Source: an optimization exercise on an open RTL-to-GDS flow (aim: small area, a short achievable clock period and few clock cycles). Production flows keep margins and buffers that such runs may drop. RTL that was checked went through simulation tests only; none was proved equivalent to the original. The RTL of run 1 was laid out without a check of its function.

File: flow/config.mk
export PLATFORM = sky130hd
export DESIGN_NAME = Milestone_1
export DESIGN_NICKNAME = Milestone_1
export VERILOG_FILES = /design/flow/design.v
export SDC_FILE = /design/flow/constraint.sdc
export NUM_CORES = 4
export LEC_CHECK = 0
export CAP_MARGIN = 20
export CORE_MARGIN = 2
export CORE_UTILIZATION = 40
export PLACE_DENSITY = 0.6
export SLEW_MARGIN = 20
File: flow/constraint.sdc
create_clock -name core_clock -period 12.0 [get_ports {Clock_50}]
set_input_delay 2.4000 -clock core_clock [delete_from_list [all_inputs] [get_ports {Clock_50}]]
set_output_delay 2.4000 -clock core_clock [all_outputs]
set_load 0.01 [all_outputs]
File: flow/design.v
`timescale 1ns/100ps
`default_nettype none
module Milestone_1 (
		input logic Clock_50,
		input logic Resetn,
		input logic M1_Start,
		input logic [15:0] SRAM_read_data,
		output logic M1_Finish,
		output logic [15:0] M1_write_data,
		output logic [17:0] M1_address,
		output logic M1_we_n
);
localparam logic [17:0] U_BASE   = 18'd38400;
localparam logic [17:0] V_BASE   = 18'd57600;
localparam logic [17:0] RGB_BASE = 18'd146944;
logic        running;
logic [1:0]  fin_cnt;      
logic        fin_wait;
logic [2:0]  ph;           
logic [7:0]  kk;
logic        lin;          
logic [3:0]  li;           
logic [15:0] ypt;          
logic [17:0] wpt;          
logic ph0, ph1, ph2, ph3, ph4;
assign ph0 = (ph == 3'd0);
assign ph1 = (ph == 3'd1);
assign ph2 = (ph == 3'd2);
assign ph3 = (ph == 3'd3);
assign ph4 = (ph == 3'd4);
logic pair, wait_lead;
assign pair      = (kk >= 8'd2);
assign wait_lead = (kk == 8'd0);
logic l0, l2, l3, l4, l5, l6, l7, l8, l9, l10, l11;
assign l0  = lin & (li == 4'd0);
assign l2  = lin & (li == 4'd2);
assign l3  = lin & (li == 4'd3);
assign l4  = lin & (li == 4'd4);
assign l5  = lin & (li == 4'd5);
assign l6  = lin & (li == 4'd6);
assign l7  = lin & (li == 4'd7);
assign l8  = lin & (li == 4'd8);
assign l9  = lin & (li == 4'd9);
assign l10 = lin & (li == 4'd10);
assign l11 = lin & (li == 4'd11);
logic clamp;
assign clamp = (kk >= 8'd158);
logic is_write;
assign is_write = running & pair & (ph0 | ph1 | ph3);
logic uv_rd_slot;
assign uv_rd_slot = ph2 & (kk != 8'd0) & (kk <= 8'd155);
logic rd_u, rd_v, rd_y;
assign rd_u = l0 | l5 | (uv_rd_slot & kk[0]);
assign rd_v = l2 | l7 | ((kk == 8'd1) & ph1) | (uv_rd_slot & ~kk[0]);
assign rd_y = l9 | (ph4 & (kk != 8'd0) & (kk <= 8'd159));
logic [1:0] uv_off;
assign uv_off = (l0 | l2) ? 2'd0 : (l5 | l7) ? 2'd1 : 2'd2;
logic [17:0] uv_addr;
assign uv_addr = {3'd0, ypt[15:1]} + {2'd0, rd_v ? 8'd225 : 8'd150, 6'd0, uv_off};    
logic row_end, frame_end;
assign row_end   = (kk == 8'd161) & ph4;
assign frame_end = (kk == 8'd161) & ph3 & (ypt == 16'd38400);
always_ff @(posedge Clock_50 or negedge Resetn) begin
	if (!Resetn) begin
		running   <= 1'b0;
		fin_wait  <= 1'b0;
		fin_cnt   <= 2'd0;
		M1_Finish <= 1'b0;
		M1_we_n   <= 1'b1;
		ph        <= 3'd0;
		kk        <= 8'd0;
		lin       <= 1'b0;
		li        <= 4'd0;
		ypt       <= 16'd0;
		wpt       <= RGB_BASE;
	end else begin
		M1_we_n <= ~is_write;
		if (running) begin
			if (frame_end) begin
				running  <= 1'b0;
				fin_wait <= 1'b1;
			end
			if (row_end) begin
				ph <= 3'd0;
				kk <= 8'd0;
			end else if (wait_lead) begin
				if (l9) kk <= 8'd1;
			end else if (ph4) begin
				ph <= 3'd0;
				kk <= kk + 8'd1;
			end else begin
				ph <= ph + 3'd1;
			end
			if (frame_end) begin
				lin <= 1'b0;
			end else if ((kk == 8'd160) & ph1) begin
				lin <= 1'b1;
				li  <= 4'd0;
			end else if (lin) begin
				li <= li + 4'd1;
				if (li == 4'd11) lin <= 1'b0;
			end
			if (rd_y) ypt <= ypt + 16'd1;
			if (is_write) wpt <= wpt + 18'd1;
		end else if (fin_wait) begin
			fin_cnt <= fin_cnt + 2'd1;
			if (fin_cnt == 2'd1) begin
				M1_Finish <= 1'b1;
				fin_wait  <= 1'b0;
			end
		end else if (M1_Start & ~M1_Finish) begin
			running <= 1'b1;
			lin     <= 1'b1;
			li      <= 4'd0;
		end
	end
end
logic [2:0] ph_n;
always_comb begin
	if (~running | frame_end | row_end | ph4 | wait_lead)
		ph_n = 3'd0;
	else
		ph_n = ph + 3'd1;
end
logic sel_fv, sel_e, sel_w0, sel_w1, en_su, en_sv;
always_ff @(posedge Clock_50) begin
	sel_fv     <= (ph_n == 3'd2);
	en_su      <= (ph_n == 3'd2);
	en_sv      <= (ph_n == 3'd3);
	sel_e      <= (ph_n == 3'd3);
	sel_w0     <= (ph_n == 3'd0);
	sel_w1     <= (ph_n == 3'd1);
end
always_ff @(posedge Clock_50) begin
	if (is_write)
		M1_address <= wpt;
	else if (rd_u | rd_v)
		M1_address <= uv_addr;
	else
		M1_address <= {2'd0, ypt};
end
logic [7:0]  wu0, wu1, wu2, wu3, wu4, wu5;    
logic [7:0]  wv0, wv1, wv2, wv3, wv4, wv5;    
logic [7:0]  pend_h, pend_l;                   
logic [15:0] y_reg;
logic [8:0]  su, sv;                           
logic        nu, nv;                           
logic [7:0]  b0_reg;
wire [7:0] dh = SRAM_read_data[15:8];
wire [7:0] dl = SRAM_read_data[7:0];
logic shift_reg;    
assign shift_reg = pair & ph0;
logic sh_u, sh_v;
assign sh_u = shift_reg | l3 | l4 | l5 | l6 | l8 | l9;
assign sh_v = shift_reg | l5 | l6 | l7 | l8 | l10 | l11;
logic [7:0] u_in, v_in;
always_comb begin
	if (l3 | l8)
		u_in = dh;
	else if (l6 | l9)
		u_in = pend_h;
	else if (clamp | l4 | l5)
		u_in = wu5;
	else if (~kk[0])
		u_in = dh;
	else
		u_in = pend_h;
	if (l5 | l10)
		v_in = dh;
	else if (l8 | l11)
		v_in = pend_l;
	else if (clamp | l6 | l7)
		v_in = wv5;
	else if (~kk[0])
		v_in = pend_h;
	else
		v_in = pend_l;
end
logic ld_pend_h, ld_pend_l, pend_h_dl, pend_v2;
assign pend_v2   = (kk == 8'd1) & ph4;    
assign pend_h_dl = l3 | l8 | (shift_reg & ~kk[0]);
assign ld_pend_h = pend_h_dl | (shift_reg & kk[0]) | pend_v2;
assign ld_pend_l = l5 | l10 | (shift_reg & kk[0]) | pend_v2;
always_ff @(posedge Clock_50) begin
	if (ph2 & ~wait_lead) y_reg <= SRAM_read_data;
	if (sh_u) begin
		wu0 <= wu1; wu1 <= wu2; wu2 <= wu3; wu3 <= wu4; wu4 <= wu5; wu5 <= u_in;
	end
	if (sh_v) begin
		wv0 <= wv1; wv1 <= wv2; wv2 <= wv3; wv3 <= wv4; wv4 <= wv5; wv5 <= v_in;
	end
	if (ld_pend_h) pend_h <= pend_h_dl ? dl : dh;
	if (ld_pend_l) pend_l <= dl;
end
logic [7:0] f0, f1, f2, f3, f4, f5;
assign f0 = sel_fv ? wv0 : wu0;
assign f1 = sel_fv ? wv1 : wu1;
assign f2 = sel_fv ? wv2 : wu2;
assign f3 = sel_fv ? wv3 : wu3;
assign f4 = sel_fv ? wv4 : wu4;
assign f5 = sel_fv ? wv5 : wu5;
wire [8:0] fs1 = {1'b0, f0} + {1'b0, f5};
wire [8:0] fs2 = {1'b0, f1} + {1'b0, f4};
wire [8:0] fs3 = {1'b0, f2} + {1'b0, f3};
logic [9:0] fD13, fD12, fD32;
logic [8:0] fS3;
always_ff @(posedge Clock_50) begin
	fS3  <= fs3;
	fD13 <= {1'b0, fs1} - {1'b0, fs3};
	fD12 <= {1'b0, fs1} - {1'b0, fs2};
	fD32 <= {1'b0, fs3} - {1'b0, fs2};
end
wire [18:0] ftot;
wire ft_w1;
wire ft_w2;
wire ft_w3;
wire ft_w4;
wire ft_w5;
wire ft_w6;
wire ft_w7;
wire ft_w8;
wire ft_w9;
wire ft_w10;
wire ft_w11;
wire ft_w12;
wire ft_w13;
wire ft_w14;
wire ft_w15;
wire ft_w16;
wire ft_w17;
wire ft_w18;
wire ft_w19;
wire ft_w20;
wire ft_w21;
wire ft_w22;
wire ft_w23;
wire ft_w24;
wire ft_w25;
wire ft_w26;
wire ft_w27;
wire ft_w28;
wire ft_w29;
wire ft_w30;
wire ft_w31;
wire ft_w32;
wire ft_w33;
wire ft_w34;
wire ft_w35;
wire ft_w36;
wire ft_w37;
wire ft_w38;
wire ft_w39;
wire ft_w40;
wire ft_w41;
wire ft_w42;
wire ft_w43;
wire ft_w44;
wire ft_w45;
wire ft_w46;
wire ft_w47;
wire ft_w48;
wire ft_w49;
wire ft_w50;
wire ft_w51;
wire ft_w52;
wire ft_w53;
wire ft_w54;
wire ft_w55;
wire ft_w56;
wire ft_w57;
wire ft_w58;
wire ft_w59;
wire ft_w60;
wire ft_w61;
wire ft_w62;
wire ft_w63;
wire ft_w64;
wire ft_w65;
wire ft_w66;
assign {ft_w2, ft_w1} = fD12[5] + fD12[3];
assign {ft_w4, ft_w3} = fD13[8] + fD12[6] + fD12[4];
assign {ft_w6, ft_w5} = fD32[3] + fS3[1];
assign {ft_w8, ft_w7} = fD12[7] + fD12[5] + fD32[4];
assign {ft_w10, ft_w9} = fS3[2] + fD13[9];
assign {ft_w12, ft_w11} = fD12[6] + fD32[5] + fS3[3];
assign {ft_w14, ft_w13} = {~fD13[9]} + {~fD12[8]};
assign {ft_w16, ft_w15} = fD12[7] + fD32[6] + fS3[4];
assign {ft_w18, ft_w17} = fD12[8] + {~fD12[9]};
assign {ft_w20, ft_w19} = fD32[7] + fS3[5];
assign {ft_w22, ft_w21} = fD32[8] + fS3[6];
assign {ft_w24, ft_w23} = fD13[5] + fD12[3];
assign {ft_w26, ft_w25} = fD13[6] + fD12[4] + fD12[2];
assign {ft_w28, ft_w27} = fD32[2] + fS3[0] + ft_w1;
assign {ft_w30, ft_w29} = fD13[7] + ft_w2 + ft_w3;
assign {ft_w32, ft_w31} = ft_w4 + ft_w6 + ft_w7;
assign {ft_w34, ft_w33} = ft_w8 + ft_w10 + ft_w11;
assign {ft_w36, ft_w35} = ft_w12 + ft_w14 + ft_w15;
assign {ft_w38, ft_w37} = ft_w16 + ft_w18 + ft_w19;
assign {ft_w40, ft_w39} = fD12[8] + ft_w20 + ft_w21;
assign {ft_w42, ft_w41} = fS3[7] + ft_w22;
assign {ft_w44, ft_w43} = fD13[4] + fD12[2];
assign {ft_w46, ft_w45} = fD12[1] + fD32[0] + ft_w23;
assign {ft_w48, ft_w47} = fD32[1] + ft_w24 + ft_w25;
assign {ft_w50, ft_w49} = ft_w26 + ft_w27 + {~fD13[7]};
assign {ft_w52, ft_w51} = ft_w5 + ft_w28 + ft_w29;
assign {ft_w54, ft_w53} = ft_w9 + ft_w30 + ft_w31;
assign {ft_w56, ft_w55} = ft_w13 + ft_w32 + ft_w33;
assign {ft_w58, ft_w57} = ft_w17 + ft_w34 + ft_w35;
assign {ft_w60, ft_w59} = ft_w36 + ft_w37 + {~fD12[8]};
assign {ft_w62, ft_w61} = ft_w38 + ft_w39 + {~fD12[9]};
assign {ft_w64, ft_w63} = ft_w40 + ft_w41 + {~fD32[9]};
assign {ft_w66, ft_w65} = ft_w42 + {~fS3[8]};
wire [18:0] ft_ra = {{~fS3[8]}, {~fS3[8]}, {~fS3[8]}, ft_w64, ft_w62, ft_w60, ft_w58, ft_w56, ft_w54, ft_w52, ft_w50, ft_w48, ft_w46, ft_w44, fD12[0], fD13[3], fD13[2], fD13[1], fD13[0]};
wire [18:0] ft_rb = {1'b0, 1'b0, ft_w66, ft_w65, ft_w63, ft_w61, ft_w59, ft_w57, ft_w55, ft_w53, ft_w51, ft_w49, ft_w47, ft_w45, ft_w43, fD12[1], fD12[0], 1'b0, 1'b0};
assign ftot = ft_ra + ft_rb;
always_ff @(posedge Clock_50) begin
	if (en_su) begin
		su <= ftot[16:8];
		nu <= ftot[18];
	end
	if (en_sv) begin
		sv <= ftot[16:8];
		nv <= ftot[18];
	end
end
logic [7:0] ly;
logic [8:0] lu, lv;
logic [10:0] ly5, lu3, lv3;    
logic       lnu, lnv, hnu, hnv;
wire [7:0] ly_n = sel_e ? y_reg[15:8] : y_reg[7:0];
wire [8:0] lu_n = sel_e ? {1'b0, wu2} : su;
wire [8:0] lv_n = sel_e ? {1'b0, wv2} : sv;
always_ff @(posedge Clock_50) begin
	ly  <= ly_n;
	lu  <= lu_n;
	lv  <= lv_n;
	ly5 <= {1'b0, ly_n, 2'b00} + {3'b000, ly_n};
	lu3 <= {1'b0, lu_n, 1'b0} + {2'b00, lu_n};
	lv3 <= {1'b0, lv_n, 1'b0} + {2'b00, lv_n};
	lnu <= ~sel_e & nu;
	lnv <= ~sel_e & nv;
	hnu <= lnu;
	hnv <= lnv;
end
logic pnu, pnv;
assign pnu = hnu;
assign pnv = hnv;
wire [20:0] r_lsum;
wire rlo_w1;
wire rlo_w2;
wire rlo_w3;
wire rlo_w4;
wire rlo_w5;
wire rlo_w6;
wire rlo_w7;
wire rlo_w8;
wire rlo_w9;
wire rlo_w10;
wire rlo_w11;
wire rlo_w12;
wire rlo_w13;
wire rlo_w14;
wire rlo_w15;
wire rlo_w16;
wire rlo_w17;
wire rlo_w18;
wire rlo_w19;
wire rlo_w20;
wire rlo_w21;
wire rlo_w22;
wire rlo_w23;
wire rlo_w24;
wire rlo_w25;
wire rlo_w26;
wire rlo_w27;
wire rlo_w28;
wire rlo_w29;
wire rlo_w30;
wire rlo_w31;
wire rlo_w32;
wire rlo_w33;
wire rlo_w34;
wire rlo_w35;
wire rlo_w36;
wire rlo_w37;
wire rlo_w38;
wire rlo_w39;
wire rlo_w40;
wire rlo_w41;
wire rlo_w42;
wire rlo_w43;
wire rlo_w44;
wire rlo_w45;
wire rlo_w46;
wire rlo_w47;
wire rlo_w48;
wire rlo_w49;
wire rlo_w50;
wire rlo_w51;
wire rlo_w52;
wire rlo_w53;
wire rlo_w54;
wire rlo_w55;
wire rlo_w56;
wire rlo_w57;
wire rlo_w58;
wire rlo_w59;
wire rlo_w60;
wire rlo_w61;
wire rlo_w62;
wire rlo_w63;
wire rlo_w64;
wire rlo_w65;
wire rlo_w66;
wire rlo_w67;
wire rlo_w68;
wire rlo_w69;
wire rlo_w70;
wire rlo_w71;
wire rlo_w72;
wire rlo_w73;
wire rlo_w74;
wire rlo_w75;
wire rlo_w76;
assign {rlo_w2, rlo_w1} = lv[0] + lv[3];
assign {rlo_w4, rlo_w3} = lv[1] + lv[4] + lv3[8];
assign {rlo_w6, rlo_w5} = lv[2] + lv[5] + lv3[9];
assign {rlo_w8, rlo_w7} = ly[1] + lv[3] + lv[6];
assign {rlo_w10, rlo_w9} = ly[2] + ly5[0] + lv[4];
assign {rlo_w12, rlo_w11} = ly5[1] + lv[5] + lv[8];
assign {rlo_w14, rlo_w13} = ly[4] + ly5[2] + lv[6];
assign {rlo_w16, rlo_w15} = ly[5] + ly5[3];
assign {rlo_w18, rlo_w17} = ly[6] + ly5[4] + lv[8];
assign {rlo_w20, rlo_w19} = ly[7] + ly5[5] + lv3[1];
assign {rlo_w22, rlo_w21} = ly[1] + ly5[6] + lv3[2];
assign {rlo_w24, rlo_w23} = lv3[7] + ly[5];
assign {rlo_w26, rlo_w25} = rlo_w2 + rlo_w3 + {~ly[6]};
assign {rlo_w28, rlo_w27} = rlo_w4 + rlo_w5 + {~ly[7]};
assign {rlo_w30, rlo_w29} = lv3[10] + ly[0] + rlo_w6;
assign {rlo_w32, rlo_w31} = lv[7] + lv3[0] + rlo_w8;
assign {rlo_w34, rlo_w33} = lv3[1] + rlo_w10 + rlo_w11;
assign {rlo_w36, rlo_w35} = lv3[2] + ly[3] + rlo_w12;
assign {rlo_w38, rlo_w37} = lv[7] + lv3[3] + rlo_w14;
assign {rlo_w40, rlo_w39} = lv3[0] + lv3[4] + rlo_w16;
assign {rlo_w42, rlo_w41} = lv3[5] + rlo_w18 + rlo_w19;
assign {rlo_w44, rlo_w43} = lv3[6] + ly[0] + rlo_w20;
assign {rlo_w46, rlo_w45} = lv3[3] + {~ly[1]};
assign {rlo_w48, rlo_w47} = lv[0] + lv3[4] + {~ly[2]};
assign {rlo_w50, rlo_w49} = lv[1] + lv3[5] + {~ly[3]};
assign {rlo_w52, rlo_w51} = lv[2] + lv3[6] + ly[4];
assign {rlo_w54, rlo_w53} = rlo_w1 + rlo_w23 + {~ly[4]};
assign {rlo_w56, rlo_w55} = rlo_w24 + rlo_w25 + {~ly[5]};
assign {rlo_w58, rlo_w57} = rlo_w26 + rlo_w27 + {~ly[0]};
assign {rlo_w60, rlo_w59} = rlo_w7 + rlo_w28 + rlo_w29;
assign {rlo_w62, rlo_w61} = rlo_w9 + rlo_w30 + rlo_w31;
assign {rlo_w64, rlo_w63} = rlo_w32 + rlo_w33 + {~ly[3]};
assign {rlo_w66, rlo_w65} = rlo_w13 + rlo_w34 + rlo_w35;
assign {rlo_w68, rlo_w67} = rlo_w15 + rlo_w36 + rlo_w37;
assign {rlo_w70, rlo_w69} = rlo_w17 + rlo_w38 + rlo_w39;
assign {rlo_w72, rlo_w71} = rlo_w40 + rlo_w41 + {~ly[0]};
assign {rlo_w74, rlo_w73} = rlo_w21 + rlo_w42 + rlo_w43;
assign {rlo_w76, rlo_w75} = rlo_w22 + rlo_w44;
wire [20:0] rlo_ra = {1'b0, rlo_w76, rlo_w74, rlo_w72, rlo_w70, rlo_w68, rlo_w66, rlo_w64, rlo_w62, rlo_w60, rlo_w58, rlo_w56, rlo_w54, rlo_w52, rlo_w50, rlo_w48, rlo_w46, {~ly[0]}, lv3[2], lv3[1], lv3[0]};
wire [20:0] rlo_rb = {1'b0, 1'b0, rlo_w75, rlo_w73, rlo_w71, rlo_w69, rlo_w67, rlo_w65, rlo_w63, rlo_w61, rlo_w59, rlo_w57, rlo_w55, rlo_w53, rlo_w51, rlo_w49, rlo_w47, rlo_w45, ly[0], 1'b0, 1'b0};
assign r_lsum = rlo_ra + rlo_rb;
logic [2:0] r_cy;
always_ff @(posedge Clock_50) r_cy <= r_lsum[20:18];
logic [1:0] r_lb;
always_ff @(posedge Clock_50) r_lb <= r_lsum[17:16];
wire [8:0] r_hpre;
wire rhi_w1;
wire rhi_w2;
wire rhi_w3;
wire rhi_w4;
wire rhi_w5;
wire rhi_w6;
wire rhi_w7;
wire rhi_w8;
wire rhi_w9;
wire rhi_w10;
wire rhi_w11;
wire rhi_w12;
wire rhi_w13;
wire rhi_w14;
wire rhi_w15;
wire rhi_w16;
wire rhi_w17;
wire rhi_w18;
wire rhi_w19;
wire rhi_w20;
assign {rhi_w2, rhi_w1} = ly[2] + ly5[7];
assign {rhi_w4, rhi_w3} = ly[3] + ly5[8] + lv3[4];
assign {rhi_w6, rhi_w5} = ly[4] + ly5[9] + lv3[5];
assign {rhi_w8, rhi_w7} = ly[5] + ly5[10] + lv3[6];
assign {rhi_w10, rhi_w9} = lv3[3] + lv3[7];
assign {rhi_w12, rhi_w11} = lv3[8] + rhi_w2 + rhi_w3;
assign {rhi_w14, rhi_w13} = lv3[9] + rhi_w4 + rhi_w5;
assign {rhi_w16, rhi_w15} = lv3[10] + rhi_w6 + rhi_w7;
assign {rhi_w18, rhi_w17} = ly[6] + lv3[7] + rhi_w8;
assign {rhi_w20, rhi_w19} = ly[7] + lv3[8];
wire [8:0] rhi_ra = {1'b0, lv3[10], lv3[9], rhi_w18, rhi_w16, rhi_w14, rhi_w12, rhi_w10, rhi_w1};
wire [8:0] rhi_rb = {1'b0, 1'b0, rhi_w20, rhi_w19, rhi_w17, rhi_w15, rhi_w13, rhi_w11, rhi_w9};
assign r_hpre = rhi_ra + rhi_rb;
logic [8:0] r_hreg;
always_ff @(posedge Clock_50) r_hreg <= r_hpre;
wire [8:0] r_hsum = r_hreg + {6'd0, r_cy} + 9'd456;
wire [10:0] r_sum = {r_hsum, r_lb};
wire [18:0] g_lsum;
wire glo_w1;
wire glo_w2;
wire glo_w3;
wire glo_w4;
wire glo_w5;
wire glo_w6;
wire glo_w7;
wire glo_w8;
wire glo_w9;
wire glo_w10;
wire glo_w11;
wire glo_w12;
wire glo_w13;
wire glo_w14;
wire glo_w15;
wire glo_w16;
wire glo_w17;
wire glo_w18;
wire glo_w19;
wire glo_w20;
wire glo_w21;
wire glo_w22;
wire glo_w23;
wire glo_w24;
wire glo_w25;
wire glo_w26;
wire glo_w27;
wire glo_w28;
wire glo_w29;
wire glo_w30;
wire glo_w31;
wire glo_w32;
wire glo_w33;
wire glo_w34;
wire glo_w35;
wire glo_w36;
wire glo_w37;
wire glo_w38;
wire glo_w39;
wire glo_w40;
wire glo_w41;
wire glo_w42;
wire glo_w43;
wire glo_w44;
wire glo_w45;
wire glo_w46;
wire glo_w47;
wire glo_w48;
wire glo_w49;
wire glo_w50;
wire glo_w51;
wire glo_w52;
wire glo_w53;
wire glo_w54;
wire glo_w55;
wire glo_w56;
wire glo_w57;
wire glo_w58;
wire glo_w59;
wire glo_w60;
wire glo_w61;
wire glo_w62;
wire glo_w63;
wire glo_w64;
wire glo_w65;
wire glo_w66;
wire glo_w67;
wire glo_w68;
wire glo_w69;
wire glo_w70;
wire glo_w71;
wire glo_w72;
wire glo_w73;
wire glo_w74;
wire glo_w75;
wire glo_w76;
wire glo_w77;
wire glo_w78;
wire glo_w79;
wire glo_w80;
wire glo_w81;
wire glo_w82;
wire glo_w83;
wire glo_w84;
wire glo_w85;
wire glo_w86;
wire glo_w87;
wire glo_w88;
wire glo_w89;
wire glo_w90;
wire glo_w91;
wire glo_w92;
assign {glo_w2, glo_w1} = ly[3] + ly5[1];
assign {glo_w4, glo_w3} = ly5[2] + {~lu[3]} + {~lu3[0]};
assign {glo_w6, glo_w5} = ly5[3] + ly[4] + {~lu[4]};
assign {glo_w8, glo_w7} = ly[6] + ly5[4] + ly[5];
assign {glo_w10, glo_w9} = ly[4] + {~lu3[3]};
assign {glo_w12, glo_w11} = ly[5] + {~lu3[4]} + {~lv[2]};
assign {glo_w14, glo_w13} = ly[6] + lu3[5] + lv[3];
assign {glo_w16, glo_w15} = {~ly[7]} + {~lu3[6]};
assign {glo_w18, glo_w17} = ly[1] + ly[0] + {~lu[0]};
assign {glo_w20, glo_w19} = ly5[0] + {~lu[1]} + {~lu3[8]};
assign {glo_w22, glo_w21} = ly[2] + glo_w1 + {~lu[2]};
assign {glo_w24, glo_w23} = {~lu3[9]} + {~lv[0]};
assign {glo_w26, glo_w25} = glo_w2 + glo_w3 + {~lu3[10]};
assign {glo_w28, glo_w27} = lv[1] + lv[8] + ly[4];
assign {glo_w30, glo_w29} = glo_w4 + glo_w5 + {~lu3[1]};
assign {glo_w32, glo_w31} = lv[2] + lv3[0] + ly[5];
assign {glo_w34, glo_w33} = glo_w6 + glo_w7 + {~lu[5]};
assign {glo_w36, glo_w35} = lu3[2] + lv[3] + lv3[1];
assign {glo_w38, glo_w37} = ly[1] + {~lu3[0]};
assign {glo_w40, glo_w39} = ly[2] + lu3[1] + lv[4];
assign {glo_w42, glo_w41} = ly[3] + {~lu3[2]} + {~lv[0]};
assign {glo_w44, glo_w43} = glo_w9 + {~lv[1]} + {~lv[6]};
assign {glo_w46, glo_w45} = glo_w10 + glo_w11 + {~lv[7]};
assign {glo_w48, glo_w47} = glo_w12 + {~lv[8]} + {~ly[5]};
assign {glo_w50, glo_w49} = glo_w15 + {~lv[4]} + {~ly[0]};
assign {glo_w52, glo_w51} = glo_w16 + glo_w17 + {~lu3[7]};
assign {glo_w54, glo_w53} = glo_w18 + glo_w19 + {~lv[6]};
assign {glo_w56, glo_w55} = glo_w20 + glo_w21 + glo_w23;
assign {glo_w58, glo_w57} = glo_w22 + glo_w24 + glo_w25;
assign {glo_w60, glo_w59} = glo_w26 + glo_w29 + {~glo_w28};
assign {glo_w62, glo_w61} = glo_w30 + glo_w33 + {~glo_w32};
assign {glo_w64, glo_w63} = glo_w8 + glo_w34;
assign {glo_w66, glo_w65} = glo_w37 + {~lv[3]};
assign {glo_w68, glo_w67} = glo_w38 + {~ly[1]} + {~glo_w39};
assign {glo_w70, glo_w69} = glo_w41 + {~lv[5]} + {~glo_w40};
assign {glo_w72, glo_w71} = glo_w42 + glo_w43 + {~ly[3]};
assign {glo_w74, glo_w73} = glo_w44 + glo_w45 + {~ly[4]};
assign {glo_w76, glo_w75} = glo_w46 + glo_w47 + {~glo_w13};
assign {glo_w78, glo_w77} = glo_w48 + glo_w49 + {~glo_w14};
assign {glo_w80, glo_w79} = glo_w50 + glo_w51 + {~lv[5]};
assign {glo_w82, glo_w81} = glo_w52 + glo_w53 + {~ly[2]};
assign {glo_w84, glo_w83} = glo_w54 + glo_w55 + {~lv[7]};
assign {glo_w86, glo_w85} = glo_w56 + glo_w57 + {~glo_w27};
assign {glo_w88, glo_w87} = glo_w58 + glo_w59 + {~glo_w31};
assign {glo_w90, glo_w89} = glo_w60 + glo_w61 + {~glo_w35};
assign {glo_w92, glo_w91} = glo_w62 + glo_w63 + {~glo_w36};
wire [18:0] glo_ra = {1'b0, glo_w64, glo_w90, glo_w88, glo_w86, glo_w84, glo_w82, glo_w80, glo_w78, glo_w76, glo_w74, glo_w72, glo_w70, glo_w68, glo_w66, {~ly[0]}, ly[0], {~lv[1]}, lv[0]};
wire [18:0] glo_rb = {1'b0, glo_w92, glo_w91, glo_w89, glo_w87, glo_w85, glo_w83, glo_w81, glo_w79, glo_w77, glo_w75, glo_w73, glo_w71, glo_w69, glo_w67, glo_w65, {~lv[2]}, {~lv[0]}, 1'b0};
assign g_lsum = glo_ra + glo_rb;
logic [2:0] g_cy;
always_ff @(posedge Clock_50) g_cy <= g_lsum[18:16];
wire [10:0] g_hpre;
wire ghi_w1;
wire ghi_w2;
wire ghi_w3;
wire ghi_w4;
wire ghi_w5;
wire ghi_w6;
wire ghi_w7;
wire ghi_w8;
wire ghi_w9;
wire ghi_w10;
wire ghi_w11;
wire ghi_w12;
wire ghi_w13;
wire ghi_w14;
wire ghi_w15;
wire ghi_w16;
wire ghi_w17;
wire ghi_w18;
wire ghi_w19;
wire ghi_w20;
wire ghi_w21;
wire ghi_w22;
wire ghi_w23;
wire ghi_w24;
wire ghi_w25;
wire ghi_w26;
wire ghi_w27;
wire ghi_w28;
wire ghi_w29;
wire ghi_w30;
wire ghi_w31;
wire ghi_w32;
wire ghi_w33;
wire ghi_w34;
wire ghi_w35;
wire ghi_w36;
wire ghi_w37;
wire ghi_w38;
wire ghi_w39;
wire ghi_w40;
wire ghi_w41;
wire ghi_w42;
wire ghi_w43;
wire ghi_w44;
wire ghi_w45;
wire ghi_w46;
wire ghi_w47;
wire ghi_w48;
wire ghi_w49;
wire ghi_w50;
wire ghi_w51;
wire ghi_w52;
wire ghi_w53;
wire ghi_w54;
wire ghi_w55;
wire ghi_w56;
wire ghi_w57;
wire ghi_w58;
wire ghi_w59;
wire ghi_w60;
assign {ghi_w2, ghi_w1} = ly[0] + ly[7];
assign {ghi_w4, ghi_w3} = ly[1] + ly5[6];
assign {ghi_w6, ghi_w5} = ly[2] + ly5[7];
assign {ghi_w8, ghi_w7} = ly5[5] + ghi_w1 + {~lu[6]};
assign {ghi_w10, ghi_w9} = ghi_w2 + ghi_w3 + {~lu[7]};
assign {ghi_w12, ghi_w11} = {~lu3[4]} + {~lv[5]};
assign {ghi_w14, ghi_w13} = ghi_w4 + ghi_w5 + {~lu[8]};
assign {ghi_w16, ghi_w15} = lu3[5] + lv[6] + lv3[4];
assign {ghi_w18, ghi_w17} = ly[3] + ly5[8] + ghi_w6;
assign {ghi_w20, ghi_w19} = lu3[6] + lv[7] + lv3[5];
assign {ghi_w22, ghi_w21} = ly[4] + ly5[9] + {~lu3[7]};
assign {ghi_w24, ghi_w23} = {~lv[8]} + {~lv3[6]};
assign {ghi_w26, ghi_w25} = ly[5] + ly5[10] + {~lu3[8]};
assign {ghi_w28, ghi_w27} = ghi_w7 + {~lu3[3]};
assign {ghi_w30, ghi_w29} = ghi_w8 + ghi_w9 + ghi_w11;
assign {ghi_w32, ghi_w31} = ghi_w10 + ghi_w12 + ghi_w13;
assign {ghi_w34, ghi_w33} = ghi_w14 + ghi_w17 + {~ghi_w16};
assign {ghi_w36, ghi_w35} = ghi_w18 + ghi_w21 + ghi_w23;
assign {ghi_w38, ghi_w37} = ghi_w22 + ghi_w24 + ghi_w25;
assign {ghi_w40, ghi_w39} = ly[6] + ghi_w26 + {~lu3[9]};
assign {ghi_w42, ghi_w41} = ly[7] + {~lu3[10]};
assign {ghi_w44, ghi_w43} = ghi_w27 + {~lv[4]};
assign {ghi_w46, ghi_w45} = ghi_w28 + ghi_w29 + {~lv3[3]};
assign {ghi_w48, ghi_w47} = ghi_w30 + ghi_w31 + {~ghi_w15};
assign {ghi_w50, ghi_w49} = ghi_w32 + ghi_w33 + {~ghi_w19};
assign {ghi_w52, ghi_w51} = ghi_w34 + ghi_w35 + {~ghi_w20};
assign {ghi_w54, ghi_w53} = ghi_w36 + ghi_w37 + {~lv3[7]};
assign {ghi_w56, ghi_w55} = ghi_w38 + ghi_w39 + {~lv3[8]};
assign {ghi_w58, ghi_w57} = ghi_w40 + ghi_w41 + {~lv3[9]};
assign {ghi_w60, ghi_w59} = ghi_w42 + {~lv3[10]};
wire [10:0] ghi_ra = {1'b0, ghi_w60, ghi_w58, ghi_w56, ghi_w54, ghi_w52, ghi_w50, ghi_w48, ghi_w46, ghi_w44, {~lv3[2]}};
wire [10:0] ghi_rb = {1'b0, 1'b0, ghi_w59, ghi_w57, ghi_w55, ghi_w53, ghi_w51, ghi_w49, ghi_w47, ghi_w45, ghi_w43};
assign g_hpre = ghi_ra + ghi_rb;
logic [10:0] g_hreg;
always_ff @(posedge Clock_50) g_hreg <= g_hpre;
wire [10:0] g_hsum = g_hreg + {8'd0, g_cy} + 11'd1375;
wire [10:0] g_sum = g_hsum;
wire [20:0] b_lsum;
wire blo_w1;
wire blo_w2;
wire blo_w3;
wire blo_w4;
wire blo_w5;
wire blo_w6;
wire blo_w7;
wire blo_w8;
wire blo_w9;
wire blo_w10;
wire blo_w11;
wire blo_w12;
wire blo_w13;
wire blo_w14;
wire blo_w15;
wire blo_w16;
wire blo_w17;
wire blo_w18;
wire blo_w19;
wire blo_w20;
wire blo_w21;
wire blo_w22;
wire blo_w23;
wire blo_w24;
wire blo_w25;
wire blo_w26;
wire blo_w27;
wire blo_w28;
wire blo_w29;
wire blo_w30;
wire blo_w31;
wire blo_w32;
wire blo_w33;
wire blo_w34;
wire blo_w35;
wire blo_w36;
wire blo_w37;
wire blo_w38;
wire blo_w39;
wire blo_w40;
wire blo_w41;
wire blo_w42;
wire blo_w43;
wire blo_w44;
wire blo_w45;
wire blo_w46;
wire blo_w47;
wire blo_w48;
wire blo_w49;
wire blo_w50;
wire blo_w51;
wire blo_w52;
wire blo_w53;
wire blo_w54;
wire blo_w55;
wire blo_w56;
wire blo_w57;
wire blo_w58;
wire blo_w59;
wire blo_w60;
wire blo_w61;
wire blo_w62;
wire blo_w63;
wire blo_w64;
wire blo_w65;
wire blo_w66;
wire blo_w67;
wire blo_w68;
wire blo_w69;
wire blo_w70;
wire blo_w71;
wire blo_w72;
wire blo_w73;
wire blo_w74;
wire blo_w75;
wire blo_w76;
wire blo_w77;
wire blo_w78;
wire blo_w79;
wire blo_w80;
wire blo_w81;
wire blo_w82;
wire blo_w83;
wire blo_w84;
wire blo_w85;
wire blo_w86;
wire blo_w87;
wire blo_w88;
wire blo_w89;
wire blo_w90;
wire blo_w91;
wire blo_w92;
assign {blo_w2, blo_w1} = lu[0] + lu3[4];
assign {blo_w4, blo_w3} = lu[1] + lu3[5] + lu3[8];
assign {blo_w6, blo_w5} = lu[2] + lu3[6] + lu3[9];
assign {blo_w8, blo_w7} = lu[0] + lu[3] + lu3[7];
assign {blo_w10, blo_w9} = lu3[10] + ly[0];
assign {blo_w12, blo_w11} = ly5[0] + lu[1] + lu[4];
assign {blo_w14, blo_w13} = lu3[8] + ly[1] + {~ly[2]};
assign {blo_w16, blo_w15} = ly[3] + ly5[1] + lu[2];
assign {blo_w18, blo_w17} = lu[5] + lu3[9] + ly[2];
assign {blo_w20, blo_w19} = ly[4] + ly5[2] + lu[3];
assign {blo_w22, blo_w21} = lu[6] + lu3[10];
assign {blo_w24, blo_w23} = ly[5] + ly5[3] + lu[4];
assign {blo_w26, blo_w25} = ly[6] + ly5[4];
assign {blo_w28, blo_w27} = ly[7] + ly5[5];
assign {blo_w30, blo_w29} = ly5[6] + lu[0] + lu[7];
assign {blo_w32, blo_w31} = lu3[0] + lu3[3];
assign {blo_w34, blo_w33} = lu3[1] + lu3[4];
assign {blo_w36, blo_w35} = lu3[2] + lu3[5];
assign {blo_w38, blo_w37} = lu3[3] + lu3[6];
assign {blo_w40, blo_w39} = lu3[7] + ly[5] + blo_w1;
assign {blo_w42, blo_w41} = blo_w2 + blo_w3 + {~ly[6]};
assign {blo_w44, blo_w43} = blo_w4 + blo_w5 + {~ly[7]};
assign {blo_w46, blo_w45} = blo_w6 + blo_w7 + blo_w9;
assign {blo_w48, blo_w47} = blo_w8 + blo_w10 + blo_w11;
assign {blo_w50, blo_w49} = blo_w12 + blo_w14 + blo_w15;
assign {blo_w52, blo_w51} = blo_w16 + blo_w18 + blo_w19;
assign {blo_w54, blo_w53} = lu[7] + blo_w20 + blo_w22;
assign {blo_w56, blo_w55} = lu[5] + lu[8] + blo_w24;
assign {blo_w58, blo_w57} = lu[6] + blo_w26 + blo_w27;
assign {blo_w60, blo_w59} = ly[0] + blo_w28 + blo_w29;
assign {blo_w62, blo_w61} = blo_w31 + {~ly[1]};
assign {blo_w64, blo_w63} = blo_w32 + blo_w33 + {~ly[2]};
assign {blo_w66, blo_w65} = blo_w34 + blo_w35 + {~ly[3]};
assign {blo_w68, blo_w67} = ly[4] + blo_w36 + blo_w37;
assign {blo_w70, blo_w69} = blo_w38 + blo_w39 + {~ly[4]};
assign {blo_w72, blo_w71} = blo_w40 + blo_w41 + {~ly[5]};
assign {blo_w74, blo_w73} = blo_w42 + blo_w43 + {~ly[0]};
assign {blo_w76, blo_w75} = blo_w44 + blo_w45 + {~ly[1]};
assign {blo_w78, blo_w77} = blo_w13 + blo_w46 + blo_w47;
assign {blo_w80, blo_w79} = blo_w17 + blo_w48 + blo_w49;
assign {blo_w82, blo_w81} = blo_w21 + blo_w50 + blo_w51;
assign {blo_w84, blo_w83} = blo_w23 + blo_w52 + blo_w53;
assign {blo_w86, blo_w85} = blo_w25 + blo_w54 + blo_w55;
assign {blo_w88, blo_w87} = blo_w56 + blo_w57 + {~ly[0]};
assign {blo_w90, blo_w89} = blo_w58 + blo_w59 + {~ly[1]};
assign {blo_w92, blo_w91} = ly[1] + blo_w30 + blo_w60;
wire [20:0] blo_ra = {1'b0, blo_w92, blo_w90, blo_w88, blo_w86, blo_w84, blo_w82, blo_w80, blo_w78, blo_w76, blo_w74, blo_w72, blo_w70, blo_w68, blo_w66, blo_w64, blo_w62, {~ly[0]}, lu3[2], lu3[1], lu3[0]};
wire [20:0] blo_rb = {1'b0, 1'b0, blo_w91, blo_w89, blo_w87, blo_w85, blo_w83, blo_w81, blo_w79, blo_w77, blo_w75, blo_w73, blo_w71, blo_w69, blo_w67, blo_w65, blo_w63, blo_w61, ly[0], 1'b0, 1'b0};
assign b_lsum = blo_ra + blo_rb;
logic [2:0] b_cy;
always_ff @(posedge Clock_50) b_cy <= b_lsum[20:18];
logic [1:0] b_lb;
always_ff @(posedge Clock_50) b_lb <= b_lsum[17:16];
wire [8:0] b_hpre;
wire bhi_w1;
wire bhi_w2;
wire bhi_w3;
wire bhi_w4;
wire bhi_w5;
wire bhi_w6;
wire bhi_w7;
wire bhi_w8;
wire bhi_w9;
wire bhi_w10;
wire bhi_w11;
wire bhi_w12;
wire bhi_w13;
wire bhi_w14;
wire bhi_w15;
wire bhi_w16;
wire bhi_w17;
wire bhi_w18;
wire bhi_w19;
wire bhi_w20;
assign {bhi_w2, bhi_w1} = ly[2] + ly5[7];
assign {bhi_w4, bhi_w3} = ly[3] + ly5[8];
assign {bhi_w6, bhi_w5} = ly[4] + ly5[9];
assign {bhi_w8, bhi_w7} = ly[5] + ly5[10];
assign {bhi_w10, bhi_w9} = lu[1] + lu[8];
assign {bhi_w12, bhi_w11} = lu[2] + bhi_w2 + bhi_w3;
assign {bhi_w14, bhi_w13} = lu[3] + bhi_w4 + bhi_w5;
assign {bhi_w16, bhi_w15} = lu[4] + bhi_w6 + bhi_w7;
assign {bhi_w18, bhi_w17} = ly[6] + lu[5] + bhi_w8;
assign {bhi_w20, bhi_w19} = ly[7] + lu[6];
wire [8:0] bhi_ra = {1'b0, lu[8], lu[7], bhi_w18, bhi_w16, bhi_w14, bhi_w12, bhi_w10, bhi_w1};
wire [8:0] bhi_rb = {1'b0, 1'b0, bhi_w20, bhi_w19, bhi_w17, bhi_w15, bhi_w13, bhi_w11, bhi_w9};
assign b_hpre = bhi_ra + bhi_rb;
logic [8:0] b_hreg;
always_ff @(posedge Clock_50) b_hreg <= b_hpre;
wire [8:0] b_hsum = b_hreg + {6'd0, b_cy} + 9'd442;
wire [10:0] b_sum = {b_hsum, b_lb};
function automatic [7:0] clip(input logic [10:0] s, input logic neg);
	if (neg | s[10])
		clip = 8'd0;
	else if (|s[9:8])
		clip = 8'd255;
	else
		clip = s[7:0];
endfunction
logic [7:0] r_px, g_px, b_px;
assign r_px = clip(r_sum, pnv);
assign g_px = clip(g_sum, pnu | pnv);
assign b_px = clip(b_sum, pnu);
always_ff @(posedge Clock_50) begin
	b0_reg <= b_px;
	if (sel_w0)
		M1_write_data <= {r_px, g_px};
	else if (sel_w1)
		M1_write_data <= {b0_reg, r_px};
	else
		M1_write_data <= {g_px, b_px};
end
endmodule
File: flow/flow/run.sh
#!/bin/bash
# Standard layout with two changes to how it is made (the clock period and
# constraints stay the design's): timing repair aims for extra setup slack,
# and the port buffers are plain buffers (buf_2) rather than the resizer's
# default pick.
set -euo pipefail
MARGIN=${MARGIN:-8}
bash standard.sh SETUP_SLACK_MARGIN=$MARGIN "BUFFER_PORTS_ARGS=-buffer_cell sky130_fd_sc_hd__buf_2" finish > standard_flow.log 2>&1
File: flow/standard.sh
#!/bin/bash
# synth_recipe.tcl (not shown) runs the flow's synth.tcl, then flattens the netlist and writes it again
# the make line also repeats each setting of config.mk as NAME=value (left out here)
make -C /OpenROAD-flow-scripts/flow DESIGN_CONFIG=/design/flow/config.mk WORK_HOME=/design/flow/orfs CLKGATE_MAP_FILE= SYNTH_SCRIPT=/design/flow/synth_recipe.tcl "${@:-finish}"
==> results.yml, run 1 <==
synthesis:
  synth_top_family_by_area: "adder cells"
  synth-compound-area-share_pct: 9.550
  yosys.area.top_type_share_pct: 17.99
  postSynth.asyncResetShare_pct: 14.43
  synth_area_um2: 24700
  syn-num-nets: 2739
  yosysWarningCount: 1
  syn_avg_cell_area_um2: 10.82
  ys_seq_area_share_pct: 38.62
  synthMuxAreaShare_pct: 4.468
  yosysMostFrequentCell: "inv_1"
  yosys.area.top_type: "edfxtp_1"
  synth_xor_area_share_pct: 5.107
  synth_cells: 2282
  synthSimpleGateAreaFrac_pct: 7.883
  yosys-top-cells-count: "inv_1 (413), ha_1 (263), dfxtp_1 (184), fa_1 (175), edfxtp_1 (148)"
  yosysUniqueCellTypes: 81
  synth_flop_cell: "dfxtp_1"
  ys_top_cells_by_area: "edfxtp_1 (18%), dfxtp_1 (15%), fa_1 (14%)"
  synth_edf_count: 148
  synth_seq_cells: 388
  synth_fa_ha_area_share_pct: 27.51
route:
  routedWlPerCell_um: 17.36
  ant_nets: 0
  remaining_drc_errors: 0
  avgViaCountPerCell: 5.042
  vias: 16200
  dr.pass1.iters: 5
  drt_iter0_drc: 849
  totalWireLength_um: 55780
die:
  die_h_um: 252.5
  initial_core_util_pct: 40.24
  coreArea_um2: 61370
  ioPinCount: 55
  die_area_um2: 63750
  rows: 91
  die_w_um: 252.5
worst_setup_path:
  r2r_cells: 13
  startpoint_type: "flop"
  arrival_ns: 4.37
  r2r-end: "r_cy[0]"
  crit_path_end_kind: "flop"
  path_max_fanout: 4
  crit_required_ns: 12.46
  r2r_setup_slack_ns: 8.09
  r2r_start: "lv[8]"
  criticalPathCategory: "reg2reg"
placed_design:
  preCtsSetupSlack_ns: 7.651
  io_buffers: 54
  gp_congestion: 0.8915
  place_area_um2: 25950
  hpwl_um: 43900
clock_tree:
  h-tree-depth: 2
  cts_buffers: 42
  cts_hold_buf: 0
  path_clk_slew_ns: 0.06
  cts_root_buffer: "clkbuf_16"
  worst_skew_pair.late_latency_ns: 0.57
  max-clock-path-buffers: 3
  cts.sinks: 388
  cts_tree: "done"
grt:
  grt-ovfl-total: 0
  grt_first_pass_wirelength_um: 89330
  grt_use_total_pct: 17.88
  antenna_found_initial: 0
  gr-max-usage-layer: "met2"
  grtUsageMet1_pct: 24.38
  grt_use_met3_pct: 2.266
  grt_max_degree: 59
  met2_usage_pct: 29.79
  first_global_vias: 16690
sta:
  setup_tns_ns: 0
  slew_viol_final: 0
  layout_worst_path_cycle_share_pct: 32.59
  finalSetupViolations: 0
  fmax_ghz: 0.2557
  timing.final.ws_setup_ns: 8.090
  rsz0062_at_grt: "yes"
  clock_skew_ns: 0.02419
  finalCriticalPeriod_ns: 3.910
  tightest_slew_ns: 1.115
  hold_viol: 0
  max_slew_margin_pct: 25.11
final_layout:
  stdcell_area_um2: 27790
  nets: 2847
  diodes: 0
  layout-drive-gt1-share_pct: 12.75
  top_regs: "M1_address (18), wpt (18)"
  fin_util_pct: 45.28
  area_growth_syn_to_layout_pct: 12.52
run_status:
  status: "complete, no violations"
worst_hold_path:
  hp-start: "lnv"
  holdPathStages: 0
  hp-class: "reg2reg"
  hold-path-endpoint: "hnv"
flow_run:
  maxCapViolCount: 0
## area by class of cell
class	count	area (um2)
flip-flops and latches	388	9577
clock inverters	16	125.1
multi-input cells	1448	13560
fillers	5615	33580
inverters	414	1569
repair buffers	96	635.6
clock buffers	61	1331
well taps	790	988.4
## layer usage
metal | vias to the layer above | part of all wire [%] | wire (um)
li1 | 7868 | - | -
met1 | 7979 | 46 | 25890
met2 | 270 | 47 | 26480
met3 | 83 | 3.7 | 2048
met4 | 0 | 2.4 | 1358
met5 | - | 0 | 0
## critical path, cell delays in order (launching register included)
cell	delay, ns
dfxtp_1	0.60
fa_1	0.52
fa_1	0.52
inv_1	0.05
fa_1	0.47
inv_1	0.04
ha_1	0.26
o21ai_0	0.08
a211oi_1	0.30
o21ai_0	0.12
a41oi_1	0.49
o21a_1	0.20
nor2_1	0.05
xnor2_1	0.12
## logic make-up after synthesis
logic type / count (synthesis)
AO/OA/AOI/OAI: 372
multiplexers: 100
buffers and inverters: 446
flip-flops: 388
adder cells (fa/ha/maj): 438
XOR/XNOR: 144
AND/OR/NAND/NOR: 394
## placed cells by master, fill, tap and decap left out, types with 41 or more instances in the layout
| cell | Yosys | layout |
|---|---|---|
| a21o_1 | 47 | 47 |
| a21oi_1 | 117 | 112 |
| buf_2 | 5 | 54 |
| clkbuf_16 | 0 | 49 |
| dfrtp_1 | 49 | 48 |
| dfxtp_1 | 184 | 170 |
| edfxtp_1 | 148 | 148 |
| fa_1 | 175 | 175 |
| ha_1 | 263 | 262 |
| inv_1 | 413 | 407 |
| mux2_2 | 81 | 81 |
| nand2_1 | 100 | 100 |
| nand3_1 | 43 | 41 |
| nor2_1 | 105 | 104 |
| o21ai_0 | 76 | 75 |
| xnor2_1 | 102 | 102 |
| xor2_1 | 42 | 42 |
## metrics by stage
stage	hold slack [ns]	cells
2_1_floorplan	0.3096	2282
3_3_place_gp	0.3205	3104
3_5_place_dp	0.3233	3106
4_1_cts	0.3385	3190
5_1_grt	0.3522	3213
6_report	0.3317	3213
## what timing repair did
item,4_1_cts,5_1_grt
pin swaps,1,14
resized for setup,18,27
endpoints found under the setup margin,20,30
hold endpoints to repair,0,0
setup buffers,7,23
## worst max path at each step
stage | end | slack, ns | start | cells past startpoint
floorplan | fD13[9] | 8.01 | en_su | 15
global placement | g_hreg[9] | 7.71 | ly[7] | 12
detailed placement | g_hreg[9] | 7.65 | ly[7] | 12
CTS | g_hreg[9] | 7.88 | ly[2] | 13
global route | sv[8] | 7.97 | fD12[5] | 13
finish | r_cy[0] | 8.09 | lv[8] | 13
==> inputs of run 2 (changes only) <==
--- a/flow/design.v
+++ b/flow/design.v
@@ -21,7 +21,7 @@
 logic        lin;          
 logic [3:0]  li;           
 logic [15:0] ypt;          
-logic [17:0] wpt;          
+logic [16:0] wpt;          
 logic ph0, ph1, ph2, ph3, ph4;
 assign ph0 = (ph == 3'd0);
 assign ph1 = (ph == 3'd1);
@@ -72,7 +72,7 @@
 		lin       <= 1'b0;
 		li        <= 4'd0;
 		ypt       <= 16'd0;
-		wpt       <= RGB_BASE;
+		wpt       <= RGB_BASE[16:0];
 	end else begin
 		M1_we_n <= ~is_write;
 		if (running) begin
@@ -101,7 +101,7 @@
 				if (li == 4'd11) lin <= 1'b0;
 			end
 			if (rd_y) ypt <= ypt + 16'd1;
-			if (is_write) wpt <= wpt + 18'd1;
+			if (is_write) wpt <= wpt + 17'd1;
 		end else if (fin_wait) begin
 			fin_cnt <= fin_cnt + 2'd1;
 			if (fin_cnt == 2'd1) begin
@@ -133,7 +133,7 @@
 end
 always_ff @(posedge Clock_50) begin
 	if (is_write)
-		M1_address <= wpt;
+		M1_address <= {1'b1, wpt};
 	else if (rd_u | rd_v)
 		M1_address <= uv_addr;
 	else
--- a/flow/config.mk
+++ b/flow/config.mk
@@ -7,6 +7,6 @@
 export LEC_CHECK = 0
 export CAP_MARGIN = 20
 export CORE_MARGIN = 2
-export CORE_UTILIZATION = 40
-export PLACE_DENSITY = 0.6
+export CORE_UTILIZATION = 55
+export PLACE_DENSITY = 0.7
 export SLEW_MARGIN = 20
==> results.yml, run 2 <==
sta:
  setup_tns_ns: 0
  clock_skew_ns: 0.02792
  hold_ws_ns: 0.3264
  rsz0062_at_grt: "no"
  hold_viol: 0
  slew_viol_final: 0
  tightest_slew_ns: 0.7832
  layout_worst_path_cycle_share_pct: 32.28
  fmax_ghz: 0.2581
  max_slew_margin_pct: 47.79
  finalCriticalPeriod_ns: 3.874
  finalSetupViolations: 0
clock_tree:
  path_clk_slew_ns: 0.06
  cts_hold_buf: 0
  cts_root_buffer: "clkbuf_16"
  max-clock-path-buffers: 3
  cts.sinks: 387
  h-tree-depth: 2
  worst_skew_pair.late_latency_ns: 0.56
  cts_tree: "done"
  cts_buffers: 42
final_layout:
  seq_area_um2: 9554
  top_regs: "M1_address (18), wpt (17)"
  multi_input_area_um2: 13610
  stdcell_area_um2: 27530
  largest-register: "M1_address"
  area_growth_syn_to_layout_pct: 11.07
  largest_reg_flops: 18
  layout-drive-gt1-share_pct: 13.35
  nets: 2828
  n_fill_cell: 3649
  final_common_cell: "inv_1"
  layout_common_cells: "inv_1 (410), ha_1 (262), fa_1 (175), dfxtp_1 (166), edfxtp_1 (148)"
  fin_util_pct: 62.11
  diodes: 0
die:
  die_w_um: 216.3
  ioPinCount: 55
  coreArea_um2: 44320
  die_h_um: 216.3
  rows: 77
  die_area_um2: 46780
  initial_core_util_pct: 55.93
route:
  vias: 16110
  drt_iter0_drc: 855
  totalWireLength_um: 55090
  dr.pass1.iters: 5
  routedWlPerCell_um: 18.39
  ant_nets: 0
  avgViaCountPerCell: 5.377
  remaining_drc_errors: 0
synthesis:
  ys_seq_area_share_pct: 38.38
  synth_cells: 2268
  synth_seq_cells: 387
  synth_flop_cell: "dfxtp_1"
  syn-num-nets: 2725
  syn_avg_cell_area_um2: 10.93
  postSynth.asyncResetShare_pct: 14.21
  yosys.area.top_type_share_pct: 17.93
  yosysUniqueCellTypes: 94
  ys_top_cells_by_area: "edfxtp_1 (18%), dfxtp_1 (15%), fa_1 (14%)"
  yosysWarningCount: 1
  yosys-top-cells-count: "inv_1 (413), ha_1 (263), dfxtp_1 (184), fa_1 (175), edfxtp_1 (148)"
  yosysMostFrequentCell: "inv_1"
  yosys.area.top_type: "edfxtp_1"
  synth_edf_count: 148
  synth_area_um2: 24790
worst_setup_path:
  slowest_stage: "fa_1"
  crit_buf_inv: 2
  arrival_ns: 4.22
  crit_required_ns: 12.35
  cp_common_cell: "fa_1"
  crit_path_cell_trace: "fa_1 > inv_1 > fa_1 > fa_1 > inv_1 > ha_2 > and3_2 > a221oi_4 > o21ai_4 > o41ai_4 > nor3_2 > a311oi_2"
  criticalPathCategory: "reg2reg"
  crit_path_end_kind: "flop"
  cpPeakStageDelay_ns: 0.53
  crit_family: "adder cells"
  path_max_fanout: 4
  startpoint_type: "flop"
grt:
  first_global_vias: 16740
  grt-ovfl-total: 0
  antenna_found_initial: 0
  grt_use_total_pct: 24.06
  grt_first_pass_wirelength_um: 88060
  grt_max_degree: 58
placed_design:
  io_buffers: 54
  place_area_um2: 25700
  gp_congestion: 0.9007
  hpwl_um: 42800
worst_hold_path:
  hp-class: "reg2reg"
flow_run:
  maxCapViolCount: 0
run_status:
  status: "complete, no violations"
==> run 2: cell types whose count changed in the layout (fill, tap and decap cells not counted), sizes merged, moves of 5 or more <==
| cell | delta |
|---|---|
| a211oi | -5 |
| a21oi | -17 |
| nand2 | +11 |
| nand3 | -16 |
| nor2 | -9 |
| nor3 | -6 |
| o211ai | +9 |
| o21ai | +14 |
| o221ai | +5 |
| xor2 | +8 |
==> run 2: kinds of logic (layout without fill, tap and decap cells) <==
logic type	count (synthesis)	count (layout)	share of synthesized area, %
xor+xnor	149	149	5.265
fa+ha+maj	438	438	27.41
mux	102	102	4.528
flops	387	387	38.38
compound gates	368	368	9.849
simple gates	374	374	7.592
buf+inv	450	586	6.977
==> run 2: cell type report <==
| cell class | count | area share (%) |
|---|---|---|
| clock buffer | 58 | 4.486 |
| clock inverter | 19 | 0.7681 |
| inverter | 416 | 5.722 |
| multi-input combinational | 1431 | 49.44 |
| sequential | 387 | 34.71 |
| tap | 592 | 2.691 |
| timing repair buffer | 93 | 2.182 |
==> run 2: worst paths after layout <==
path	slack [ns]	end	cells past startpoint	from
max	8.13	nu	12	fD13[8]
min	0.33	hnv	0	lnv
max reg2reg	8.13	nu	12	fD13[8]
min reg2reg	0.33	hnv	0	lnv
max in group asynchronous	9.54	wpt[15]	2	Resetn
min in group asynchronous	1.97	wpt[2]	2	Resetn
==> run 2: per-layer routing <==
layer / share of wire [%] / global-route usage [%] / vias up
li1: - / - / 7788
met3: 3.8 / 3.116 / 62
met4: 2.1 / 5.845 / 0
met5: 0 / 0 / -
met2: 48 / 41.01 / 311
met1: 46 / 32.76 / 7949
==> run 2: per-stage QoR <==
| stage | setup WS [ns] | instances |
|---|---|---|
| after floorplan | 8.065 | 2268 |
| after global placement | 7.544 | 2888 |
| final | 8.126 | 2996 |
| after CTS | 8.002 | 2973 |
| after detailed placement | 7.457 | 2888 |
| after global routing | 7.995 | 2996 |
==> run 2: repair_timing <==
action,CTS,global route
gates resized for setup,16,30
setup endpoints to repair,26,27
pin swaps,0,13
setup buffers,8,22
gates cloned,0,1
Testbench counts of run 2, summed over its fixed seeds: cycles 774,760.
==> inputs of run 3 (changes only) <==
--- a/flow/flow/run.sh
+++ b/flow/flow/run.sh
@@ -4,5 +4,5 @@
 # and the port buffers are plain buffers (buf_2) rather than the resizer's
 # default pick.
 set -euo pipefail
-MARGIN=${MARGIN:-8}
+MARGIN=${MARGIN:-7.75}
 bash standard.sh SETUP_SLACK_MARGIN=$MARGIN "BUFFER_PORTS_ARGS=-buffer_cell sky130_fd_sc_hd__buf_2" finish > standard_flow.log 2>&1
--- a/flow/config.mk
+++ b/flow/config.mk
@@ -7,6 +7,6 @@
 export LEC_CHECK = 0
 export CAP_MARGIN = 20
 export CORE_MARGIN = 2
-export CORE_UTILIZATION = 55
-export PLACE_DENSITY = 0.7
+export CORE_UTILIZATION = 40
+export PLACE_DENSITY = 0.6
 export SLEW_MARGIN = 20
==> results.yml, run 3 <==
die:
  ioPinCount: 55
  coreArea_um2: 61480
  die_area_um2: 63970
  die_w_um: 252.9
  rows: 91
  die_h_um: 252.9
  initial_core_util_pct: 40.31
route:
  avgViaCountPerCell: 5.042
  dr.pass1.iters: 5
  remaining_drc_errors: 0
  totalWireLength_um: 55010
  drt_iter0_drc: 874
  ant_nets: 0
  routedWlPerCell_um: 17.35
  vias: 15990
clock_tree:
  cts_tree: "done"
  worst_skew_pair.late_latency_ns: 0.59
  cts_hold_buf: 0
  h-tree-depth: 2
  cts.sinks: 387
  max-clock-path-buffers: 3
  cts_root_buffer: "clkbuf_16"
  cts_buffers: 44
  path_clk_slew_ns: 0.06
synthesis:
  synth_area_um2: 24790
  postSynth.asyncResetShare_pct: 14.21
  synth_flop_cell: "dfxtp_1"
  ys_seq_area_share_pct: 38.38
  synth_cells: 2268
  ys_top_cells_by_area: "edfxtp_1 (18%), dfxtp_1 (15%), fa_1 (14%)"
  yosys.area.top_type: "edfxtp_1"
  syn-num-nets: 2725
  synth_edf_count: 148
  syn_avg_cell_area_um2: 10.93
  yosysUniqueCellTypes: 94
  yosys.area.top_type_share_pct: 17.93
  synth_seq_cells: 387
  yosys-top-cells-count: "inv_1 (413), ha_1 (263), dfxtp_1 (184), fa_1 (175), edfxtp_1 (148)"
  yosysWarningCount: 1
  yosysMostFrequentCell: "inv_1"
grt:
  grt_max_degree: 58
  grt_use_total_pct: 17.73
  grt-ovfl-total: 0
  grt_first_pass_wirelength_um: 88910
  antenna_found_initial: 0
  first_global_vias: 16810
final_layout:
  layout_common_cells: "inv_1 (413), ha_1 (262), fa_1 (175), dfxtp_1 (171), edfxtp_1 (148)"
  largest_reg_flops: 18
  largest-register: "M1_address"
  layout-drive-gt1-share_pct: 11.85
  nets: 2802
  final_common_cell: "inv_1"
  area_growth_syn_to_layout_pct: 11.05
  top_regs: "M1_address (18), wpt (17)"
  fin_cells: 3171
sta:
  hold_viol: 0
  layout_worst_path_cycle_share_pct: 33.55
  max_slew_margin_pct: 43.20
  tightest_slew_ns: 0.8520
  rsz0062_at_grt: "yes"
  fmax_ghz: 0.2484
  clock_skew_ns: 0.02862
  timing.final.ws_setup_ns: 7.974
  finalCriticalPeriod_ns: 4.026
  setup_tns_ns: 0
  slew_viol_final: 0
  finalSetupViolations: 0
worst_setup_path:
  r2r_start: "ly5[0]"
  slowest_stage: "fa_1"
  critPathCapture: "b_cy[1]"
  arrival_ns: 4.54
  cp_common_cell: "fa_1"
  criticalPathCategory: "reg2reg"
  path_max_fanout: 9
  cpPeakStageDelay_ns: 0.52
  crit_path_start: "ly5[0]"
  crit_buf_inv: 3
  crit_family: "adder cells"
  crit_path_end_kind: "flop"
  critical_path_depth: 14
  crit_required_ns: 12.51
  r2r_setup_slack_ns: 7.97
  startpoint_type: "flop"
  crit_path_cell_trace: "buf_6 > fa_1 > fa_1 > inv_1 > fa_1 > inv_1 > ha_1 > o21a_1 > o21ai_0 > a21oi_1 > a311oi_2 > a21oi_2 > a21oi_2 > xnor2_1"
  r2r_cells: 14
  r2r-end: "b_cy[1]"
placed_design:
  gp_congestion: 0.8784
  preCtsSetupSlack_ns: 7.205
  hpwl_um: 43720
  io_buffers: 54
  dp_cells: 3088
flow_run:
  maxCapViolCount: 0
run_status:
  status: "complete, no violations"
worst_hold_path:
  hp-class: "reg2reg"
==> run 3: cell counts after synthesis <==
No cell type changed its count.
==> run 3: worst min-delay path by stage <==
stage / startpoint / to / slack (ns) / cells after the start
floorplan: lnu / hnu / 0.31 / 0
global placement: lnv / hnv / 0.32 / 0
detailed placement: lnu / hnu / 0.32 / 0
CTS: lnu / hnu / 0.34 / 0
global route: lnv / hnv / 0.35 / 0
finish: lnv / hnv / 0.34 / 0
==> run 3: per-stage QoR <==
step | util [%] | area [um2] | hold WS, ns
finish | 44.77 | 27520 | 0.3359
global route | 44.76 | 27520 | 0.3516
CTS | 44.67 | 27470 | 0.3374
detailed placement | 42.22 | 25960 | 0.3233
global placement | 42.22 | 25960 | 0.3158
floorplan | - | 24790 | 0.3096
==> run 3: kinds of logic (layout without fill, tap and decap cells) <==
kind of cell,count (synthesis),count (layout),share of synthesized area [%]
xor+xnor,149,149,5.265
fa+ha+maj,438,438,27.41
other cells,0,1,0
mux,102,102,4.528
buf+inv,450,562,6.977
flops,387,387,38.38
compound gates,368,368,9.849
simple gates,374,374,7.592
==> run 3: timing repair <==
item / CTS / global route
pin swaps: 1 / 1
buffers inserted: 0 / 1
gates cloned: 0 / 0
hold endpoints to repair: 0 / 0
endpoints found under the setup margin: 14 / 22
resized for setup: 6 / 17
==> run 3: cell type report <==
type	count	area (um2)
diodes	1	2.502
clock buffers	57	1224
clock inverters	24	276.5
fillers	5794	33960
inverters	416	1564
multi-input cells	1431	13570
flip-flops and latches	387	9535
well taps	790	988.4
repair buffers	65	367.9
==> run 3: worst register-to-register path, delay by kind of cell, from the launching register on <==
family,cells,cell delay (ns)
DFF,1,0.44
xor gates and xnor gates,1,0.13
adders and majority gates,4,1.77
AOI/OAI and AO/OA,6,1.28
buffers and inverters,3,0.33
==> run 3: metal layers <==
layer | GRT usage, % | share of wire [%]
met1 | 24.50 | 47
met2 | 29.16 | 47
met3 | 2.519 | 3.9
met4 | 4.683 | 2.2
met5 | 0 | 0

[what the ideal ports hide]
In the flow no input, the clock included, has a driving cell. The finished layouts below were timed again as built, in two steps.
Step 1 sets driving cells, clkbuf_16 on the clock port and buf_2 on the other inputs (assumed; they add their load-dependent delay and slew).
Step 2 times the ports against the registers' clock, not the clock port: input delays grow and output delays shrink by t, the midpoint of the rising clock arrivals with the driver on.
Three values: no drivers, after step 1, after step 2; two values: the first two.
run | shift t [ns] | setup WS [ns] | hold WS [ns] | clock arrival spread, ns
run 1 | 0.619 | 8.090 / 8.090 / 8.090 | 0.332 / 0.332 / 0.332 | 0.024 / 0.024
run 2 | 0.607 | 8.126 / 8.126 / 8.126 | 0.326 / 0.326 / 0.326 | 0.028 / 0.028
run 3 | 0.633 | 7.974 / 7.974 / 7.974 | 0.336 / 0.336 / 0.336 | 0.029 / 0.029
After both steps every run listed still meets setup and hold.
